This design comes from an exercise in tuning for small area, a short achievable clock period and few clock cycles per item on the open sky130 flow, not from production work.
The RTL was checked by simulation tests, not by an equivalence proof against the original design.
In runs 1 to 3 the design's own scripts or RTL, not TritonCTS, make the clock network.
The clock port is modelled as an ideal driver, which makes a skipped or thinned clock tree look cheaper than it is; a real chip needs a root buffer or a tree.
No activity file was given, so power comes from the tool's default toggle rates.

==> flow/design.v <==
`timescale 1ns / 1ps
module Packet_router(
input wire clk,
input wire rst,
input wire packet_valid,
input wire [19:0] Data_packet,
output wire Busy,
output wire port_valid_1,
output wire port_valid_2,
output wire port_valid_3,
output wire port_valid_4,
output wire [15:0] Packet_out_1,
output wire [15:0] Packet_out_2,
output wire [15:0] Packet_out_3,
output wire [15:0] Packet_out_4,
output wire out_valid
    );
reg        s1_valid;
reg [17:0] s1_data;
reg        s2_valid;
reg [3:0]  s2_port_valid;
reg [15:0] s2_payload;
always @(posedge clk or negedge rst) begin
    if (!rst) begin
        s1_valid <= 1'b0;
        s2_valid <= 1'b0;
    end else begin
        s1_valid <= packet_valid;
        s2_valid <= s1_valid;
    end
end
always @(posedge clk) begin
    s1_data    <= Data_packet[17:0];
    s2_port_valid <= {4{s1_valid}} & (4'b0001 << s1_data[17:16]);
    s2_payload <= s1_data[15:0];
end
assign Busy      = s1_valid;
assign out_valid = s2_valid;
assign port_valid_1 = s2_port_valid[0];
assign port_valid_2 = s2_port_valid[1];
assign port_valid_3 = s2_port_valid[2];
assign port_valid_4 = s2_port_valid[3];
assign Packet_out_1 = s2_payload;
assign Packet_out_2 = s2_payload;
assign Packet_out_3 = s2_payload;
assign Packet_out_4 = s2_payload;
endmodule
==> flow/flow/run.sh <==
#!/bin/bash
# Standard ORFS layout with two changes:
#  - every port is buffered by the smallest buffer (buf_1);
#  - after CTS, clock_tree.tcl rebuilds the clock tree as four clkbuf_8
#    driven straight from the clock port, one per quarter of the flip-flops.
# All tool output goes to flow.log; ORFS's per-step logs stay under orfs/logs.
set -euo pipefail
export CLKFIX_NBUF=4
export CLKFIX_CELL=sky130_fd_sc_hd__clkbuf_8
bash standard.sh \
  BUFFER_PORTS_ARGS="-buffer_cell sky130_fd_sc_hd__buf_1" \
  POST_CTS_TCL="$(pwd)/flow/clock_tree.tcl" \
  finish > flow.log 2>&1
==> flow/flow/clock_tree.tcl <==
# POST_CTS hook: replace the clock tree CTS built with CLKFIX_NBUF clock
# buffers (CLKFIX_CELL) that the clock port drives directly, each driving
# the flip-flops of one region of the core. Every flip-flop gets the same
# one-buffer clock path, so no register is skewed against the others.
set block [ord::get_db_block]
set db [ord::get_db]
set nbuf 1
if {[info exists ::env(CLKFIX_NBUF)]} { set nbuf $::env(CLKFIX_NBUF) }
set cell sky130_fd_sc_hd__clkbuf_16
if {[info exists ::env(CLKFIX_CELL)]} { set cell $::env(CLKFIX_CELL) }
set master [$db findMaster $cell]
set clk_net [[$block findBTerm clk] getNet]

# Walk the tree from the port: flip-flop clock pins are sinks, every
# buffer or inverter on the way (and CTS's dummy loads) goes.
set sinks {}
set doomed {}
set todo [list $clk_net]
while {[llength $todo]} {
  set net [lindex $todo 0]
  set todo [lrange $todo 1 end]
  foreach it [$net getITerms] {
    if {![$it isInputSignal] && [[$it getMTerm] getIoType] ne "INPUT"} { continue }
    set inst [$it getInst]
    set mname [[$inst getMaster] getName]
    if {[string match "*__df*" $mname]} {
      lappend sinks $it
    } elseif {[string match "*buf*" $mname] || [string match "*inv*" $mname]} {
      lappend doomed $inst
      foreach o [$inst getITerms] {
        if {[$o isOutputSignal] && [$o getNet] ne "NULL"} { lappend todo [$o getNet] }
      }
    } else {
      error "clock_tree.tcl: unexpected clock load $mname"
    }
  }
}
puts "clock_tree.tcl: [llength $sinks] sinks, removing [llength $doomed] tree cells"
foreach inst $doomed {
  set outs {}
  foreach o [$inst getITerms] {
    if {[$o isOutputSignal] && [$o getNet] ne "NULL"} { lappend outs [$o getNet] }
  }
  odb::dbInst_destroy $inst
  foreach n $outs { if {$n ne $clk_net} { odb::dbNet_destroy $n } }
}

# Split the sinks into nbuf groups by position (halves in x, then in y).
proc sink_xy {it} {
  set b [[$it getInst] getBBox]
  return [list [expr {([$b xMin] + [$b xMax]) / 2}] [expr {([$b yMin] + [$b yMax]) / 2}]]
}
proc split_groups {sinks n axis} {
  if {$n <= 1} { return [list $sinks] }
  set keyed {}
  foreach s $sinks { lappend keyed [list [lindex [sink_xy $s] $axis] $s] }
  set sorted {}
  foreach k [lsort -integer -index 0 $keyed] { lappend sorted [lindex $k 1] }
  set half [expr {[llength $sorted] / 2}]
  set n1 [expr {$n / 2}]
  set n2 [expr {$n - $n1}]
  set other [expr {1 - $axis}]
  return [concat [split_groups [lrange $sorted 0 [expr {$half - 1}]] $n1 $other] \
                 [split_groups [lrange $sorted $half end] $n2 $other]]
}
set groups [split_groups $sinks $nbuf 0]

set i 0
foreach g $groups {
  set net [odb::dbNet_create $block "clknet_fix_$i"]
  $net setSigType CLOCK
  set buf [odb::dbInst_create $block $master "clkbuf_fix_$i"]
  [$buf findITerm A] connect $clk_net
  [$buf findITerm X] connect $net
  set sx 0; set sy 0
  foreach it $g {
    $it disconnect
    $it connect $net
    lassign [sink_xy $it] x y
    incr sx $x; incr sy $y
  }
  set n [llength $g]
  $buf setLocation [expr {$sx / $n}] [expr {$sy / $n}]
  $buf setPlacementStatus PLACED
  puts "clock_tree.tcl: clkbuf_fix_$i ($cell) drives $n sinks"
  incr i
}
detailed_placement
check_placement -verbose
estimate_parasitics -placement
report_clock_skew
==> flow/standard.sh <==
#!/bin/bash
# synth_recipe.tcl (not shown) runs the flow's synth.tcl, then flattens the netlist and writes it again
# the make line also repeats each setting of config.mk as NAME=value (left out here)
make -C /OpenROAD-flow-scripts/flow DESIGN_CONFIG=/design/flow/config.mk WORK_HOME=/design/flow/orfs CLKGATE_MAP_FILE= SYNTH_SCRIPT=/design/flow/synth_recipe.tcl "${@:-finish}"
==> flow/config.mk <==
export PLATFORM = sky130hd
export DESIGN_NAME = Packet_router
export DESIGN_NICKNAME = Packet_router
export VERILOG_FILES = /design/flow/design.v
export SDC_FILE = /design/flow/constraint.sdc
export NUM_CORES = 4
export LEC_CHECK = 0
export CAP_MARGIN = 20
export CORE_AREA = 2.3 2.72 59.8 59.84
export DIE_AREA = 0 0 62.1 62.56
export SLEW_MARGIN = 20
==> flow/constraint.sdc <==
create_clock -name core_clock -period 5.0 [get_ports {clk}]
set_input_delay 1.0000 -clock core_clock [delete_from_list [all_inputs] [get_ports {clk}]]
set_output_delay 1.0000 -clock core_clock [all_outputs]
set_load 0.01 [all_outputs]
==> results of run 1 <==
-- metrics by stage --
| stage | util | power, mW | area, um2 |
|---|---|---|---|
| floorplan | - | 0.395 | 1210 |
| global placement | 0.379 | 0.394 | 1240 |
| detailed placement | 0.379 | 0.394 | 1240 |
| global route | 0.395 | 0.557 | 1300 |
| finish | 0.395 | 0.534 | 1300 |
-- final timing paths --
check | end | slack (ns) | cells past startpoint
hold / removal | s2_payload[2] | 0.33 | 0
min in group asynchronous | s2_valid | 0.64 | 1
setup reg to reg | s2_port_valid[3] | 4.26 | 1
setup / recovery | Busy | 3.30 | 1
hold reg to reg | s2_payload[2] | 0.33 | 0
max in group asynchronous | s1_valid | 4.24 | 1
-- report_power, final --
part           switching [mW]  total [mW]  leakage [nW]  internal, mW
clock                  0.0748       0.147        0.0288        0.0727
sequential            0.00835       0.344         0.343         0.336
combinational          0.0264      0.0419         0.129        0.0155
total                   0.110       0.534         0.501         0.424
-- registers in the layout (all words and copies together), names as in the netlist --
name           count
s1_data           18
s1_valid           1
s2_payload        16
s2_port_valid      4
s2_valid           1
-- kinds of logic (layout without fill, tap and decap cells) --
group | after synthesis | count (layout) | share of synthesized area
and+or+nand+nor | 4 | 4 | 0.0311
DFF | 40 | 40 | 0.671
buffers and inverters | 48 | 94 | 0.298
-- cell type report --
class | instances | area share
tap | 46 | 0.0443
buffer | 4 | 0.0424
timing repair buffer | 90 | 0.260
multi-input combinational | 4 | 0.0289
sequential | 40 | 0.624
-- cell usage after synthesis --
cell type and count:
and3_2 1, and3b_1 2, buf_4 48, dfxtp_1 38, dfrtp_1 2, nor3b_2 1
-- routing by layer --
metal | GRT usage | part of all wire
met3 | 0.0613 | 0.12
met1 | 0.0767 | 0.37
met5 | 0 | 0
met4 | 0.0500 | 0.025
met2 | 0.143 | 0.49
==> flow_summary.json, run 1 <==
{
  "start_util": 0.368,
  "pre_cts_slack_ns": 3.44,
  "final_cells": 184,
  "drive_gt1_frac": 0.0435,
  "avgViaCountPerCell": 3.54,
  "antenna_found_initial": 0,
  "path_clk_slew_ns": 0.07,
  "route.detailed.drc": 0,
  "slowest_stage": "dfrtp_1",
  "rr_startpoint": "s1_valid",
  "routed_wl_um": 1590,
  "clock_latency_ns": 0.13,
  "area_growth_pct": 7.45,
  "fmax_ghz": 0.587,
  "relSlewSlack": 0.884,
  "worst_slew_pin_slew_ns": 0.175,
  "power.leakage_nw": 0.501,
  "multi_input_area_um2": 37.5,
  "ys_ff_latch": 40,
  "cpPeakStageDelay_ns": 0.41,
  "worstHoldStart": "s1_data[2]",
  "synthTopCellsByArea": "dfxtp_1 (63%), buf_4 (30%), dfrtp_1 (4.1%)",
  "seq_area_frac_synth": 0.671,
  "cp_cell_sequence": "buf_1",
  "critPathBufInv": 1,
  "fin_setup_tns_ns": 0,
  "syn_inst": 92,
  "synth.largest_area_cell": "dfxtp_1",
  "worstSetupEndpointType": "output pin",
  "dieHeight_um": 62.6,
  "final_cell_mix": "buf_1 (90), dfxtp_1 (38), clkbuf_8 (4)",
  "grt_max_degree": 11,
  "antenna_cells": 0,
  "core_um2": 3280,
  "final_common_cell": "buf_1",
  "hold-worst-slack_ns": 0.326,
  "finalCriticalPeriod_ns": 1.70,
  "grt_use_total": 0.0863,
  "syn_area_per_cell_um2": 13.1,
  "p_per_area_nw_per_um2": 411,
  "cp_max_fo": 6,
  "status": "no timing/DRC/antenna violations",
  "fin_crit_sh": 0.341,
  "grt_first_pass_wirelength_um": 2440,
  "cts.sinks": 40,
  "routabilityCongestion": 0.605,
  "yosysWarnings": 1,
  "cp_data_arrival_time_ns": 0.70,
  "finalClockSkew_ns": 0.00408,
  "fp-row-count": 21,
  "rsz0062_at_grt": "no",
  "maxCapViolCount": 0,
  "finalWorstSetupSlack_ns": 3.30,
  "worstSetupStartpointType": "flop",
  "die_area_um2": 3880,
  "grt_pass1_vias": 535,
  "io_buffers": 90,
  "ir_drop_mv": 0.112,
  "dp_hpwl_um": 1250,
  "hold_viol": 0,
  "dr.pass1.iters": 4,
  "cpLargestDelayFamily": "flip-flops",
  "io_pins": 93,
  "setup_viol": 0,
  "vias": 652,
  "wire_per_inst_um": 8.61,
  "die_w_um": 62.1,
  "synth.distinct_cells": 6,
  "fillers": 343,
  "drtIter0Drc": 25,
  "criticalPathCategory": "reg2out",
  "final_nets": 163,
  "ant_nets": 0,
  "netlist_area_um2": 1210,
  "holdCritPathClass": "reg2reg",
  "crit_path_start": "s1_valid",
  "required_ns": 4.00,
  "seq_area_um2": 811,
  "overflow": 0,
  "yosysTopAreaCellShare": 0.629,
  "dp.cells": 180,
  "syn_nets": 115,
  "drv_slew": 0
}
Testbench counts, summed over its fixed seeds: cycles 3,216, items 3,200.
==> run 2, diff against run 1 <==
--- a/flow/design.v
+++ b/flow/design.v
@@ -32,5 +32,5 @@
 always @(posedge clk) begin
     s1_data    <= Data_packet[17:0];
-    s2_port_valid <= {4{s1_valid}} & (4'b0001 << s1_data[17:16]);
+    s2_port_valid <= 4'b0001 << s1_data[17:16];
     s2_payload <= s1_data[15:0];
 end
==> run 2 against run 1 <==
Compared with the run above:
- still clean on timing, DRC and antenna
- routed wire length decreased by 2.1%
- critical path depth stayed put
- register-to-register slack improved by 0.07 ns
- sequential cell count unchanged
- critical path type unchanged
- critical endpoint is now Packet_out_1[1]
- largest power group unchanged
==> flow_summary.json, run 2 <==
{
  "r2r_setup_slack_ns": 4.33,
  "clock_latency_ns": 0.13,
  "relSlewSlack": 0.901,
  "fillers": 321,
  "yosysMostFrequentCell": "buf_4",
  "finalWorstSetupSlack_ns": 3.34,
  "netSwitchingPower_uw": 107,
  "ys_ff_latch": 40,
  "dr.pass1.iters": 2,
  "grt_pass1_vias": 540,
  "worstSetupStartpointType": "flop",
  "dieHeight_um": 62.6,
  "antenna_found_initial": 0,
  "drive_gt1_frac": 0.0435,
  "reg2regPathDepth": 1,
  "cpPeakStageDelay_ns": 0.36,
  "wire_per_inst_um": 8.43,
  "synthFlopType": "dfxtp_1",
  "finalCriticalPeriod_ns": 1.66,
  "dp_hpwl_um": 1280,
  "die_w_um": 62.1,
  "critPathBufInv": 1,
  "holdPathStages": 0,
  "yosysTopAreaCellShare": 0.635,
  "pre_cts_slack_ns": 3.47,
  "yosysWarnings": 1,
  "synth.distinct_cells": 7,
  "slowest_stage": "dfxtp_1",
  "power.leakage_nw": 0.491,
  "synthTopCellsByCount": "buf_4 (48), dfxtp_1 (38), dfrtp_1 (2)",
  "syn_nets": 115,
  "power_frac_clock": 0.272,
  "path_clk_slew_ns": 0.06,
  "pwr-share-comb": 0.080,
  "cp_data_arrival_time_ns": 0.66,
  "core_um2": 3280,
  "grt_max_degree": 11,
  "final_nets": 163,
  "hold_viol": 0,
  "status": "no timing/DRC/antenna violations",
  "synth_edf_count": 0,
  "syn_inst": 92,
  "synth-async-reset-ratio": 0.0500,
  "netlist_area_um2": 1200,
  "pwr-share-seq": 0.648,
  "placed_area_um2": 1230,
  "grt_first_pass_wirelength_um": 2420,
  "drv_slew": 0,
  "reg_top3": "s1_data x18, s2_payload x16, s2_port_valid x4",
  "seq_area_um2": 811,
  "criticalPathCategory": "reg2out",
  "cts.sinks": 40,
  "rr_startpoint": "s1_data[16]",
  "seq_area_frac_synth": 0.677,
  "worst_slew_pin_slew_ns": 0.148,
  "rr_endpoint": "s2_port_valid[2]",
  "p_int_uw": 424,
  "io_buffers": 90,
  "holdCritPathClass": "reg2reg",
  "largest_reg_flops": 18,
  "final_util": 0.392,
  "synth.largest_area_cell": "dfxtp_1",
  "antenna_cells": 0,
  "start_util": 0.365,
  "vias": 649,
  "drtIter0Drc": 16,
  "ir_drop_mv": 0.104,
  "fin_crit_sh": 0.333,
  "p_per_area_nw_per_um2": 413,
  "crit_cells": 1,
  "setup_viol": 0,
  "rsz0062_at_grt": "no",
  "p_sw_frac": 0.201,
  "final_cell_mix": "buf_1 (90), dfxtp_1 (38), clkbuf_8 (4)",
  "required_ns": 4.00,
  "grt_use_total": 0.0812,
  "cp_max_fo": 4,
  "routabilityCongestion": 0.630,
  "crit_path_start": "s2_payload[1]",
  "fin_setup_tns_ns": 0,
  "fp-row-count": 21,
  "io_pins": 93,
  "largest-register": "s1_data",
  "area_growth_pct": 7.52,
  "fmax_ghz": 0.601,
  "synthTopCellsByArea": "dfxtp_1 (64%), buf_4 (30%), dfrtp_1 (4.2%)",
  "design_area_um2": 1290,
  "avgViaCountPerCell": 3.53,
  "overflow": 0,
  "multi_input_area_um2": 26.3,
  "syn_area_per_cell_um2": 13.0,
  "worstSetupEndpointType": "output pin",
  "finalClockSkew_ns": 0.000505,
  "cp_cell_sequence": "buf_1",
  "route.detailed.drc": 0,
  "maxCapViolCount": 0,
  "ant_nets": 0,
  "final_common_cell": "buf_1",
  "routed_wl_um": 1550,
  "cpLargestDelayFamily": "flip-flops",
  "die_area_um2": 3880,
  "crit_end": "Packet_out_1[1]"
}
[run 2: cell types whose count changed after synthesis, sizes merged]
cell and delta:
and2 +1, and3 -1, and2b +1, nor2 +1
nor2b +1, and3b -2, nor3b -1
[run 2: worst min-delay path by stage]
| stage | from | endpoint | slack, ns |
|---|---|---|---|
| detailed placement | s1_data[13] | s2_payload[13] | 0.31 |
| floorplan | s1_data[0] | s2_payload[0] | 0.31 |
| global route | s1_data[7] | s2_payload[7] | 0.33 |
| global placement | s1_data[9] | s2_payload[9] | 0.31 |
| finish | s1_data[3] | s2_payload[3] | 0.33 |
[run 2: cell families after synthesis]
kind of cell | count (synthesis) | share of synthesized area
buffers and inverters | 48 | 0.301
DFF | 40 | 0.677
and+or+nand+nor | 4 | 0.0219
[run 2: layer usage]
layer | vias up | wire [um] | GRT usage
met5 | - | 0 | 0
met4 | 0 | 41 | 0.0583
met2 | 48 | 836 | 0.154
li1 | 320 | - | -
met3 | 4 | 189 | 0.0360
met1 | 277 | 484 | 0.0651
[run 2: per-stage QoR]
step	instances	hold WS, ns	total power [mW]
after floorplan	92	0.310	0.396
after global placement	180	0.310	0.394
after detailed placement	180	0.312	0.395
after global routing	184	0.331	0.558
final	184	0.326	0.532
[run 2: power groups by stage]
| stage | combinational (mW) | clock (mW) | sequential (mW) |
|---|---|---|---|
| after floorplan | 0.0398 | 0 | 0.356 |
| after global placement | 0.0436 | 0 | 0.351 |
| after detailed placement | 0.0431 | 0 | 0.352 |
| after global routing | 0.0460 | 0.165 | 0.347 |
| final | 0.0423 | 0.145 | 0.344 |
[run 2: area by class of cell]
cell class / count / share of cell area
buffer: 4 / 0.0428
multi-input combinational: 4 / 0.0204
sequential: 40 / 0.630
tap: 46 / 0.0447
timing repair buffer: 90 / 0.262
Testbench counts of run 2, summed over its fixed seeds: cycles 3,216, items 3,200.
==> run 3, diff against run 2 <==
==> flow/flow/run.sh (replaced) <==
#!/bin/bash
# Standard ORFS layout with two changes:
#  - every port is buffered by the smallest buffer (buf_1);
#  - after CTS, clock_tree.tcl rebuilds the clock tree as four clkbuf_4
#    driven straight from the clock port, one per quarter of the flip-flops.
# All tool output goes to flow.log; ORFS's per-step logs stay under orfs/logs.
set -euo pipefail
export CLKFIX_NBUF=4
export CLKFIX_CELL=sky130_fd_sc_hd__clkbuf_4
bash standard.sh \
  BUFFER_PORTS_ARGS="-buffer_cell sky130_fd_sc_hd__buf_1" \
  POST_CTS_TCL="$(pwd)/flow/clock_tree.tcl" \
  finish > flow.log 2>&1
==> run 3 against run 2 <==
Compared with the run above:
- register-to-register slack is essentially flat
- via count is the same
- worst setup slack lost 0.043 ns
- clock skew grew 0.0041 ns
- worst hold slack gained 0.0072 ns
- sequential cell count is the same
- highest routed layer unchanged
- largest cell class unchanged
- cell area shrank 1.9%
- sequential power is essentially flat
- core utilization shrank 0.76 points
- final cell count is the same
==> flow_summary.json, run 3 <==
{
  "design_area_um2": 1260,
  "cp_cell_sequence": "buf_1",
  "drv_slew": 0,
  "netlist_area_um2": 1200,
  "criticalPathCategory": "reg2out",
  "rsz0062_at_grt": "no",
  "grt_max_degree": 11,
  "ys_ff_latch": 40,
  "drtIter0Drc": 14,
  "yosysMostFrequentCell": "buf_4",
  "pwr-share-comb": 0.085,
  "synth-async-reset-ratio": 0.0500,
  "synth.largest_area_cell": "dfxtp_1",
  "route.detailed.drc": 0,
  "cp_data_arrival_time_ns": 0.71,
  "placed_area_um2": 1230,
  "final_cells": 184,
  "p_per_area_nw_per_um2": 393,
  "cp_max_fo": 4,
  "netSwitchingPower_uw": 106,
  "syn_area_per_cell_um2": 13.0,
  "largest_reg_flops": 18,
  "status": "no timing/DRC/antenna violations",
  "dp_hpwl_um": 1280,
  "seq_area_frac_synth": 0.677,
  "p_total_uw": 496,
  "yosysWarnings": 1,
  "path_clk_slew_ns": 0.10,
  "die_area_um2": 3880,
  "synth_edf_count": 0,
  "required_ns": 4.00,
  "hold-worst-slack_ns": 0.333,
  "hold_viol": 0,
  "grt_first_pass_wirelength_um": 2380,
  "synthFlopType": "dfxtp_1",
  "relSlewSlack": 0.901,
  "finalClockSkew_ns": 0.00456,
  "clock_latency_ns": 0.16,
  "vias": 649,
  "synthTopCellsByArea": "dfxtp_1 (64%), buf_4 (30%), dfrtp_1 (4.2%)",
  "antenna_found_initial": 0,
  "overflow": 0,
  "finalCriticalPeriod_ns": 1.71,
  "p_sw_frac": 0.213,
  "syn_inst": 92,
  "critPathBufInv": 1,
  "wire_per_inst_um": 8.45,
  "die_w_um": 62.1,
  "ant_nets": 0,
  "worstSetupStartpointType": "flop",
  "p_int_uw": 390,
  "fmax_ghz": 0.586,
  "dp.cells": 180,
  "worstSetupEndpointType": "output pin",
  "pwr-share-seq": 0.694,
  "grt_use_total": 0.0831,
  "final_cell_mix": "buf_1 (90), dfxtp_1 (38), clkbuf_4 (4)",
  "fin_crit_sh": 0.341,
  "drive_gt1_frac": 0.0435,
  "slowest_stage": "dfxtp_1",
  "dieHeight_um": 62.6,
  "io_pins": 93,
  "avgViaCountPerCell": 3.53,
  "dr.pass1.iters": 2,
  "yosysTopAreaCellShare": 0.635,
  "start_util": 0.365,
  "ir_drop_mv": 0.155,
  "fin_setup_tns_ns": 0,
  "routed_wl_um": 1550,
  "grt_pass1_vias": 533,
  "power_frac_clock": 0.220,
  "cts.sinks": 40,
  "synth.distinct_cells": 7,
  "fp-row-count": 21,
  "final_nets": 163,
  "reg_top3": "s1_data x18, s2_payload x16, s2_port_valid x4",
  "cpLargestDelayFamily": "flip-flops",
  "syn_nets": 115,
  "area_growth_pct": 5.43,
  "holdCritPathClass": "reg2reg",
  "setup_viol": 0,
  "core_um2": 3280,
  "cpPeakStageDelay_ns": 0.38,
  "synthTopCellsByCount": "buf_4 (48), dfxtp_1 (38), dfrtp_1 (2)",
  "io_buffers": 90,
  "worst_slew_pin_slew_ns": 0.149,
  "routabilityCongestion": 0.630,
  "power.leakage_nw": 0.481,
  "maxCapViolCount": 0,
  "largest-register": "s1_data",
  "final_common_cell": "buf_1",
  "antenna_cells": 0
}
run 3: cell counts after synthesis:
No cell type changed its count.
run 3: metrics by stage:
stage	utilization	worst slack, ns
final	0.384	3.29
after global routing	0.384	3.23
after floorplan	-	3.47
after global placement	0.375	3.49
after detailed placement	0.375	3.47
run 3: power by group through the flow:
stage | combinational (mW) | sequential (mW) | clock, mW
3_3_place_gp | 0.0436 | 0.351 | 0
5_1_grt | 0.0460 | 0.347 | 0.129
6_report | 0.0423 | 0.344 | 0.109
2_1_floorplan | 0.0398 | 0.356 | 0
3_5_place_dp | 0.0431 | 0.352 | 0
run 3: area by class of cell:
cell class,count,area (um2)
fill,321,2020
sequential,40,811
timing repair buffer,90,338
tap,46,57.6
buffer,4,30.0
multi-input combinational,4,26.3
run 3: logic make-up (layout without fill, tap and decap cells):
family                 Yosys count  in the layout  synth area share
and+or+nand+nor                  4              4            0.0219
DFF                             40             40             0.677
buffers and inverters           48             94             0.301
run 3: worst paths after layout:
kind	from	end	slack, ns	cells after the start
worst max-delay path	s2_payload[1]	Packet_out_1[1]	3.29	1
worst min-delay path	s1_data[3]	s2_payload[3]	0.33	0
worst max register to register	s1_data[16]	s2_port_valid[2]	4.33	1
worst min register to register	s1_data[3]	s2_payload[3]	0.33	0
max in group asynchronous	rst	s1_valid	4.27	1
min in group asynchronous	rst	s2_valid	0.61	1
run 3: metal layers:
| layer | track usage | up-vias | part of all wire |
|---|---|---|---|
| met5 | 0 | - | 0 |
| met4 | 0.0500 | 0 | 0.025 |
| met3 | 0.0577 | 3 | 0.14 |
| met2 | 0.149 | 49 | 0.53 |
| met1 | 0.0640 | 277 | 0.31 |
| li1 | - | 320 | - |
==> run 4, diff against run 3 <==
--- a/flow/design.v
+++ b/flow/design.v
@@ -32,5 +32,5 @@
 always @(posedge clk) begin
     s1_data    <= Data_packet[17:0];
-    s2_port_valid <= 4'b0001 << s1_data[17:16];
+    s2_port_valid <= {4{s1_valid}} & (4'b0001 << s1_data[17:16]);
     s2_payload <= s1_data[15:0];
 end
==> flow/flow/run.sh (replaced) <==
#!/bin/bash
# Standard ORFS layout with every port buffered by the smallest buffer
# (buf_1) instead of the default choice. All tool output goes to flow.log;
# ORFS's per-step logs stay under orfs/logs.
set -euo pipefail
bash standard.sh BUFFER_PORTS_ARGS="-buffer_cell sky130_fd_sc_hd__buf_1" finish > flow.log 2>&1
removed: flow/flow/clock_tree.tcl
==> run 4 against run 3 <==
Compared with the run above:
- die area unchanged
- final cell count up 2.2%
- core utilization up 1.4 points
- highest routed layer unchanged
- cell area grew 3.8%
==> flow_summary.json, run 4 <==
{
  "status": "no timing/DRC/antenna violations",
  "cp_cell_sequence": "buf_1",
  "vias": 670,
  "rr_startpoint": "s1_valid",
  "dp.cells": 180,
  "postCtsSetupBuffers": 0,
  "start_util": 0.368,
  "core_um2": 3280,
  "routed_wl_um": 1630,
  "yosysWarnings": 1,
  "cts_buffers": 5,
  "antenna_cells": 0,
  "io_buffers": 90,
  "wire_per_inst_um": 8.68,
  "antenna_found_initial": 0,
  "final_nets": 164,
  "clock_latency_ns": 0.33,
  "finalCriticalPeriod_ns": 1.94,
  "critPathBufInv": 1,
  "cp_max_fo": 6,
  "cpLargestDelayFamily": "flip-flops",
  "grt_use_total": 0.0901,
  "seq_area_um2": 811,
  "final_cell_mix": "buf_1 (90), dfxtp_1 (38), clkbuf_4 (5)",
  "worstSetupEndpointType": "output pin",
  "die_area_um2": 3880,
  "fin_setup_tns_ns": 0,
  "criticalPathCategory": "reg2out",
  "cts-resized-gates": 0,
  "routabilityCongestion": 0.605,
  "final_cells": 188,
  "synth_edf_count": 0,
  "final_common_cell": "buf_1",
  "seq_area_frac_synth": 0.671,
  "worst_slew_pin_slew_ns": 0.178,
  "h-tree-depth": 2,
  "finalClockSkew_ns": 0.00133,
  "worstHoldStart": "s1_data[2]",
  "largest_reg_flops": 18,
  "synth-async-reset-ratio": 0.0500,
  "syn_area_per_cell_um2": 13.1,
  "finalWorstSetupSlack_ns": 3.06,
  "syn_inst": 92,
  "yosysTopAreaCellShare": 0.629,
  "dieHeight_um": 62.6,
  "netlist_area_um2": 1210,
  "ys_ff_latch": 40,
  "pre_cts_slack_ns": 3.44,
  "setup_viol": 0,
  "io_pins": 93,
  "grt_first_pass_wirelength_um": 2550,
  "grt_max_degree": 14,
  "dr.pass1.iters": 4,
  "route.detailed.drc": 0,
  "area_growth_pct": 8.39,
  "power.leakage_nw": 0.502,
  "reg_top3": "s1_data x18, s2_payload x16, s2_port_valid x4",
  "fin_crit_sh": 0.388,
  "largest-register": "s1_data",
  "crit_path_start": "s1_valid",
  "synthTopCellsByCount": "buf_4 (48), dfxtp_1 (38), and3b_1 (2), dfrtp_1 (2)",
  "hold_viol": 0,
  "holdCritPathClass": "reg2reg",
  "cp_data_arrival_time_ns": 0.94,
  "synthTopCellsByArea": "dfxtp_1 (63%), buf_4 (30%), dfrtp_1 (4.1%)",
  "synthFlopType": "dfxtp_1",
  "fmax_ghz": 0.515,
  "synth.distinct_cells": 6,
  "p_per_area_nw_per_um2": 425,
  "avgViaCountPerCell": 3.56,
  "cpPeakStageDelay_ns": 0.44,
  "drtIter0Drc": 12,
  "syn_nets": 115,
  "drive_gt1_frac": 0.0704,
  "synth.largest_area_cell": "dfxtp_1",
  "overflow": 0,
  "cts_root_buffer": "clkbuf_4",
  "ir_drop_mv": 0.178,
  "required_ns": 4.00,
  "path_clk_slew_ns": 0.12,
  "multi_input_area_um2": 37.5,
  "ant_nets": 0,
  "cts_tree": "built",
  "dp_hpwl_um": 1250,
  "die_w_um": 62.1,
  "yosysMostFrequentCell": "buf_4",
  "fillers": 341,
  "rsz0062_at_grt": "no",
  "cts_hold_buf": 0,
  "cts.sinks": 40,
  "maxCapViolCount": 0,
  "slowest_stage": "dfrtp_1",
  "hold-worst-slack_ns": 0.336,
  "relSlewSlack": 0.882,
  "drv_slew": 0,
  "fp-row-count": 21,
  "grt_pass1_vias": 582,
  "clk_path_buf_depth": 2,
  "worstSetupStartpointType": "flop"
}
run 4: final cells by class:
class,instances,share of cell area
clock inverter,2,0.0115
clock buffer,6,0.0392
tap,46,0.0439
timing repair buffer,90,0.258
sequential,40,0.619
multi-input combinational,4,0.0287
run 4: metal layers:
metal,GRT usage,up-vias,wire length (um)
met1,0.0721,282,592
met5,0,-,0
met2,0.156,54,812
li1,-,330,-
met4,0.0944,0,35
met3,0.0396,4,191
run 4: stage by stage:
step	total power, mW	utilization	area [um2]
finish	0.556	0.399	1310
global route	0.587	0.399	1310
CTS	0.570	0.399	1310
detailed placement	0.394	0.379	1240
global placement	0.394	0.379	1240
floorplan	0.395	-	1210
run 4: cells by family after synthesis:
family	Yosys count	share of synthesized area
flip-flops	40	0.671
buffers and inverters	48	0.298
AND/OR/NAND/NOR	4	0.0311
run 4: path summary, 6_finish.rpt:
| path | to | slack (ns) | depth (start not counted) |
|---|---|---|---|
| worst max-delay path | Busy | 3.06 | 1 |
| worst min-delay path | s2_payload[2] | 0.34 | 0 |
| worst max register to register | s2_port_valid[3] | 4.24 | 1 |
| worst min register to register | s2_payload[2] | 0.34 | 0 |
| max in group asynchronous | s1_valid | 4.46 | 1 |
| min in group asynchronous | s2_valid | 0.42 | 1 |
run 4: power breakdown:
group | switching [mW] | leakage [nW] | internal [mW]
combinational | 0.0264 | 0.129 | 0.0155
clock | 0.102 | 0.0305 | 0.0683
sequential | 0.00837 | 0.343 | 0.336
total | 0.137 | 0.502 | 0.419
Testbench counts of run 4, summed over its fixed seeds: cycles 3,216, items 3,200.
==> run 5, diff against run 4 <==
==> flow/flow/run.sh (replaced) <==
#!/bin/bash
# Standard ORFS layout with buf_1 port buffers and tuned clock tree / repair settings.
# All tool output goes to flow.log; ORFS per-step logs stay under orfs/logs.
set -euo pipefail
bash standard.sh BUFFER_PORTS_ARGS=-buffer_cell\ sky130_fd_sc_hd__buf_1 CTS_ARGS=-sink_clustering_enable\ -repair_clock_nets\ -buf_list\ sky130_fd_sc_hd__clkbuf_16\ -root_buf\ sky130_fd_sc_hd__clkbuf_16\ -dont_use_dummy_load\ -sink_clustering_size\ 100\ -sink_clustering_max_diameter\ 500 finish > flow.log 2>&1
==> run 5 against run 4 <==
Compared with the run above:
- clock-buffer cell count decreased by 1
- worst setup slack improved by 0.092 ns
- final cell count decreased by 1.6%
- sequential share of layout area decreased by 2.7 points
- largest cell class unchanged
- clock skew increased by 0.0048 ns
- power increased by 19%
- combinational power about the same
- non-clock buffer count unchanged
- first-iteration DRC count increased by 17%
- sequential cell count unchanged
- fmax increased by 5.0%
==> flow_summary.json, run 5 <==
{
  "relSlewSlack": 0.883,
  "synth_edf_count": 0,
  "die_w_um": 62.1,
  "die_area_um2": 3880,
  "overflow": 0,
  "path_clk_slew_ns": 0.05,
  "maxCapViolCount": 0,
  "h-tree-depth": 2,
  "critPathBufInv": 1,
  "io_pins": 93,
  "worstSetupEndpointType": "output pin",
  "criticalPathCategory": "reg2out",
  "synth.distinct_cells": 6,
  "synthTopCellsByCount": "buf_4 (48), dfxtp_1 (38), and3b_1 (2), dfrtp_1 (2)",
  "postCtsSetupBuffers": 0,
  "power.leakage_nw": 0.533,
  "hold_viol": 0,
  "cts.sinks": 40,
  "cpLargestDelayFamily": "flip-flops",
  "worstHoldStart": "s1_data[2]",
  "routed_wl_um": 1610,
  "drtIter0Drc": 14,
  "status": "no timing/DRC/antenna violations",
  "syn_area_per_cell_um2": 13.1,
  "reg2regPathDepth": 1,
  "hold_end": "s2_payload[2]",
  "cts_tree": "built",
  "fillers": 333,
  "reg_top3": "s1_data x18, s2_payload x16, s2_port_valid x4",
  "ant_nets": 0,
  "cts_buffers": 5,
  "ir_drop_mv": 0.164,
  "netlist_area_um2": 1210,
  "required_ns": 4.00,
  "syn_nets": 115,
  "synth.largest_area_cell": "dfxtp_1",
  "drive_gt1_frac": 0.0504,
  "grt_max_degree": 14,
  "avgViaCountPerCell": 3.64,
  "final_cells": 185,
  "largest-register": "s1_data",
  "finalClockSkew_ns": 0.00613,
  "worstSetupStartpointType": "flop",
  "setup_viol": 0,
  "cpPeakStageDelay_ns": 0.41,
  "cts_root_buffer": "clkbuf_16",
  "holdPathStages": 0,
  "seq_area_frac_synth": 0.671,
  "fmax_ghz": 0.541,
  "final_common_cell": "buf_1",
  "io_buffers": 90,
  "dr.pass1.iters": 4,
  "synthTopCellsByArea": "dfxtp_1 (63%), buf_4 (30%), dfrtp_1 (4.1%)",
  "cts_hold_buf": 0,
  "yosysTopAreaCellShare": 0.629,
  "routabilityCongestion": 0.605,
  "syn_inst": 92,
  "antenna_cells": 0,
  "core_um2": 3280,
  "grt_use_total": 0.0894,
  "rr_endpoint": "s2_port_valid[3]",
  "finalCriticalPeriod_ns": 1.85,
  "p_per_area_nw_per_um2": 484,
  "yosysWarnings": 1,
  "clock_latency_ns": 0.27,
  "route.detailed.drc": 0,
  "cp_max_fo": 6,
  "wire_per_inst_um": 8.72,
  "final_cell_mix": "buf_1 (90), dfxtp_1 (38), clkbuf_16 (5)",
  "dp.cells": 180,
  "clk_path_buf_depth": 2,
  "holdCritPathClass": "reg2reg",
  "grt_pass1_vias": 574,
  "antenna_found_initial": 0,
  "largest_reg_flops": 18,
  "dp_hpwl_um": 1250,
  "worst_slew_pin_slew_ns": 0.175,
  "area_growth_pct": 13.3,
  "fp-row-count": 21,
  "synthFlopType": "dfxtp_1",
  "yosysMostFrequentCell": "buf_4",
  "cp_data_arrival_time_ns": 0.85,
  "drv_slew": 0,
  "rsz0062_at_grt": "no",
  "final_nets": 164,
  "fin_crit_sh": 0.370,
  "grt_first_pass_wirelength_um": 2570,
  "ys_ff_latch": 40,
  "synth-async-reset-ratio": 0.0500,
  "crit_cells": 1,
  "cp_cell_sequence": "buf_1",
  "rr_startpoint": "s1_valid",
  "slowest_stage": "dfrtp_1",
  "start_util": 0.368,
  "fin_setup_tns_ns": 0,
  "vias": 674,
  "cts-resized-gates": 0,
  "dieHeight_um": 62.6,
  "r2r_setup_slack_ns": 4.26
}
==> run 5: cell types whose count changed in the layout (fill, tap and decap cells not counted), sizes merged <==
cell | before | now
clkinvlp | 2 | 0
clkbuf | 6 | 5
==> run 5: power breakdown <==
group | internal (mW) | switching, mW
Clock | 0.175 | 0.100
Combinational | 0.0155 | 0.0264
Sequential | 0.336 | 0.00837
==> run 5: cell type report <==
class	instances	area [um2]	area share
Timing Repair Buffer	90	338	0.247
Tap cell	46	57.6	0.0420
Sequential cell	40	811	0.592
Multi-Input combinational cell	4	37.5	0.0274
Clock buffer	5	125	0.0914
==> run 5: worst max path at each step <==
stage                        from              end  slack (ns)
floorplan           s2_payload[0]  Packet_out_2[0]        3.47
global placement         s1_valid             Busy        3.44
detailed placement       s1_valid             Busy        3.44
CTS                      s1_valid             Busy        3.14
global route             s1_valid             Busy        3.10
finish                   s1_valid             Busy        3.15
==> run 5: cell families after synthesis <==
logic type / after synthesis / share of synthesized area
buffers and inverters: 48 / 0.298
flip-flops: 40 / 0.671
AND/OR/NAND/NOR: 4 / 0.0311
==> run 5: per-layer routing <==
metal | wire [um] | part of all wire | GRT usage
met2 | 791 | 0.49 | 0.154
met1 | 575 | 0.36 | 0.0767
met4 | 38 | 0.024 | 0.0667
met3 | 209 | 0.13 | 0.0505
met5 | 0 | 0 | 0
==> run 5: through the flow <==
stage                util  cell area [um2]  hold slack [ns]  total power [mW]  setup WS, ns
detailed placement  0.379             1240            0.312             0.394          3.44
floorplan               -             1210            0.310             0.395          3.47
global route        0.417             1370            0.327             0.695          3.10
finish              0.417             1370            0.322             0.662          3.15
CTS                 0.417             1370            0.323             0.678          3.14
global placement    0.379             1240            0.310             0.394          3.44
==> run 6, diff against run 5 <==
==> flow/flow/run.sh (replaced) <==
#!/bin/bash
# Standard ORFS layout with buf_1 port buffers and tuned clock tree / repair settings.
# All tool output goes to flow.log; ORFS per-step logs stay under orfs/logs.
set -euo pipefail
bash standard.sh BUFFER_PORTS_ARGS=-buffer_cell\ sky130_fd_sc_hd__buf_1 CTS_ARGS=-sink_clustering_enable\ -repair_clock_nets\ -buf_list\ sky130_fd_sc_hd__clkbuf_16\ -root_buf\ sky130_fd_sc_hd__clkbuf_16\ -dont_use_dummy_load\ -sink_clustering_size\ 100\ -sink_clustering_max_diameter\ 500 SETUP_SLACK_MARGIN=3.6 finish > flow.log 2>&1
==> run 6 against run 5 <==
Compared with the run above:
- global-route usage rose by 1.1 points
- synthesized cell count did not move
- still clean
- cell area rose by 39%
- first-iteration DRC count fell by 71%
- routed wire length rose by 36%
- via count rose by 5.3%
- non-clock buffer count rose by 1
- sequential cell count did not move
- final cell count rose by 0.54%
==> flow_summary.json, run 6 <==
{
  "worstSetupEndpointType": "output pin",
  "final_nets": 165,
  "antenna_found_initial": 0,
  "status": "no timing/DRC/antenna violations",
  "final_cells": 186,
  "final_common_cell": "buf_6",
  "synth.largest_area_cell": "dfxtp_1",
  "clk_path_buf_depth": 2,
  "cp_data_arrival_time_ns": 0.77,
  "worstHoldStart": "s1_data[8]",
  "slowest_stage": "dfxtp_4",
  "antenna_cells": 0,
  "drtIter0Drc": 4,
  "worstSetupStartpointType": "flop",
  "cp_max_fo": 4,
  "vias": 710,
  "rsz0062_at_grt": "yes",
  "r2r_setup_slack_ns": 4.17,
  "reg2regPathDepth": 2,
  "synthFlopType": "dfxtp_1",
  "final_util": 0.580,
  "synthTopCellsByCount": "buf_4 (48), dfxtp_1 (38), and3b_1 (2), dfrtp_1 (2)",
  "clock_latency_ns": 0.27,
  "grt_first_pass_wirelength_um": 2930,
  "syn_area_per_cell_um2": 13.1,
  "cpLargestDelayFamily": "flip-flops",
  "holdCritPathClass": "reg2reg",
  "ant_nets": 0,
  "die_area_um2": 3880,
  "io_buffers": 90,
  "cts_buffers": 5,
  "synthTopCellsByArea": "dfxtp_1 (63%), buf_4 (30%), dfrtp_1 (4.1%)",
  "routabilityCongestion": 0.544,
  "yosysWarnings": 1,
  "cts_root_buffer": "clkbuf_16",
  "die_w_um": 62.1,
  "syn_nets": 115,
  "cpPeakStageDelay_ns": 0.36,
  "cts_hold_buf": 0,
  "grt_pass1_vias": 657,
  "synth_edf_count": 0,
  "yosysTopAreaCellShare": 0.629,
  "setup_viol": 0,
  "finalCriticalPeriod_ns": 1.77,
  "rr_startpoint": "s1_valid",
  "holdPathStages": 0,
  "cp_cell_sequence": "buf_2",
  "relSlewSlack": 0.912,
  "hold_viol": 0,
  "design_area_um2": 1910,
  "dieHeight_um": 62.6,
  "synth-async-reset-ratio": 0.0500,
  "final_cell_mix": "buf_6 (61), buf_1 (21), dfxtp_1 (21)",
  "dr.pass1.iters": 4,
  "wire_per_inst_um": 11.8,
  "grt_use_total": 0.100,
  "largest_reg_flops": 18,
  "area_growth_pct": 57.7,
  "power.leakage_nw": 0.867,
  "p_per_area_nw_per_um2": 368,
  "worst_slew_pin_slew_ns": 0.133,
  "seq_area_frac_synth": 0.671,
  "placed_area_um2": 1270,
  "fillers": 259,
  "fp-row-count": 21,
  "critPathBufInv": 1,
  "fin_setup_tns_ns": 0,
  "core_um2": 3280,
  "finalClockSkew_ns": 0.00824,
  "yosysMostFrequentCell": "buf_4",
  "required_ns": 4.00,
  "fin_crit_sh": 0.354,
  "cts.sinks": 40,
  "ys_ff_latch": 40,
  "drv_slew": 0,
  "overflow": 0,
  "dp.cells": 180,
  "fmax_ghz": 0.566,
  "rr_endpoint": "s2_port_valid[3]",
  "netlist_area_um2": 1210,
  "ir_drop_mv": 0.191,
  "synth.distinct_cells": 6,
  "maxCapViolCount": 0,
  "cts_tree": "built",
  "syn_inst": 92,
  "grt_max_degree": 13,
  "criticalPathCategory": "reg2out",
  "largest-register": "s1_data",
  "hold_end": "s2_payload[8]",
  "routed_wl_um": 2200,
  "route.detailed.drc": 0,
  "h-tree-depth": 2,
  "drive_gt1_frac": 0.671,
  "reg_top3": "s1_data x18, s2_payload x16, s2_port_valid x4",
  "start_util": 0.368,
  "avgViaCountPerCell": 3.82,
  "path_clk_slew_ns": 0.05,
  "io_pins": 93
}
==> run 6: changes by cell type in the layout (fill, tap and decap cells not counted) <==
cell,before,now
dfxtp_4,0,16
buf_2,0,7
clkbuf_2,0,1
dfxtp_1,38,21
dfxtp_2,0,1
buf_1,90,21
buf_4,0,1
buf_6,0,61
==> run 6: layout make-up <==
type                            instances  area (um2)  area share
Sequential cell                        40         872       0.458
Timing Repair Buffer                   91         813       0.427
Clock buffer                            5         125      0.0657
Tap cell                               46        57.6      0.0302
Multi-Input combinational cell          4        37.5      0.0197
==> run 6: logic make-up (layout without fill, tap and decap cells) <==
| group | after synthesis | count (layout) | share of synthesized area |
|---|---|---|---|
| AND/OR/NAND/NOR | 4 | 4 | 0.0311 |
| flip-flops | 40 | 40 | 0.671 |
| buffers and inverters | 48 | 96 | 0.298 |
==> run 6: how the worst max path moves through the flow <==
stage | start | to | slack [ns] | depth (start not counted)
final | s2_payload[4] | Packet_out_3[4] | 3.23 | 1
after global routing | s1_valid | Busy | 3.21 | 1
after CTS | s1_valid | Busy | 3.22 | 1
after detailed placement | s1_valid | Busy | 3.44 | 1
after global placement | s1_valid | Busy | 3.45 | 1
after floorplan | s2_payload[10] | Packet_out_2[10] | 3.53 | 1
==> run 6: metal layers <==
layer  vias up  part of all wire  GRT usage
li1        334                 -          -
met1       318              0.33     0.0753
met2        56              0.55      0.186
met3         2              0.11     0.0595
met4         0             0.012     0.0667
met5         -                 0          0
==> run 6: per-stage QoR <==
| step | power, mW | worst slack (ns) | hold WS [ns] |
|---|---|---|---|
| floorplan | 0.398 | 3.53 | 0.309 |
| global placement | 0.395 | 3.45 | 0.309 |
| detailed placement | 0.396 | 3.44 | 0.312 |
| CTS | 0.702 | 3.22 | 0.323 |
| global route | 0.732 | 3.21 | 0.326 |
| finish | 0.702 | 3.23 | 0.321 |
==> run 6: what timing repair did <==
action / CTS / global route
setup buffers: 1 / 0
resized for setup: 106 / 40
endpoints found under the setup margin: 70 / 70
==> run 6: power by group <==
group / internal (mW) / switching [mW]
clock network: 0.175 / 0.0988
logic: 0.0521 / 0.0288
registers: 0.333 / 0.0140
total: 0.561 / 0.142

[what the ideal ports hide]
The results above use ideal ports. As a check the final layouts listed here were re-extracted and re-timed, cells and wires unchanged.
Step 1, drivers: a clkbuf_16 drives clk and a buf_2 each remaining input, both assumed.
Step 2 adds t to the input delays and takes it off the output delays; t is the mean of the earliest and latest rising clock arrival at the registers after step 1. Input paths then give back, and output paths get back, about the clock's delay inside the block.
Three values: ideal, step 1, step 2; two values: the first two.
| run | t, ns | slack for setup (ns) | hold slack, ns | pins driven straight from the clock port |
|---|---|---|---|---|
| run 1 | 0.175 | 3.295 / 3.248 / 3.423 | 0.326 / 0.326 / 0.326 | 4 |
| run 2 | 0.173 | 3.337 / 3.290 / 3.463 | 0.326 / 0.326 / 0.326 | 4 |
| run 3 | 0.196 | 3.294 / 3.254 / 3.450 | 0.333 / 0.333 / 0.333 | 4 |
| run 4 | 0.350 | 3.059 / 3.037 / 3.387 | 0.336 / 0.336 / 0.336 | 1 |
| run 5 | 0.294 | 3.151 / 3.123 / 3.417 | 0.322 / 0.322 / 0.322 | 1 |
| run 6 | 0.294 | 3.232 / 3.204 / 3.498 | 0.321 / 0.321 / 0.321 | 1 |
After both steps every run listed still meets setup and hold.
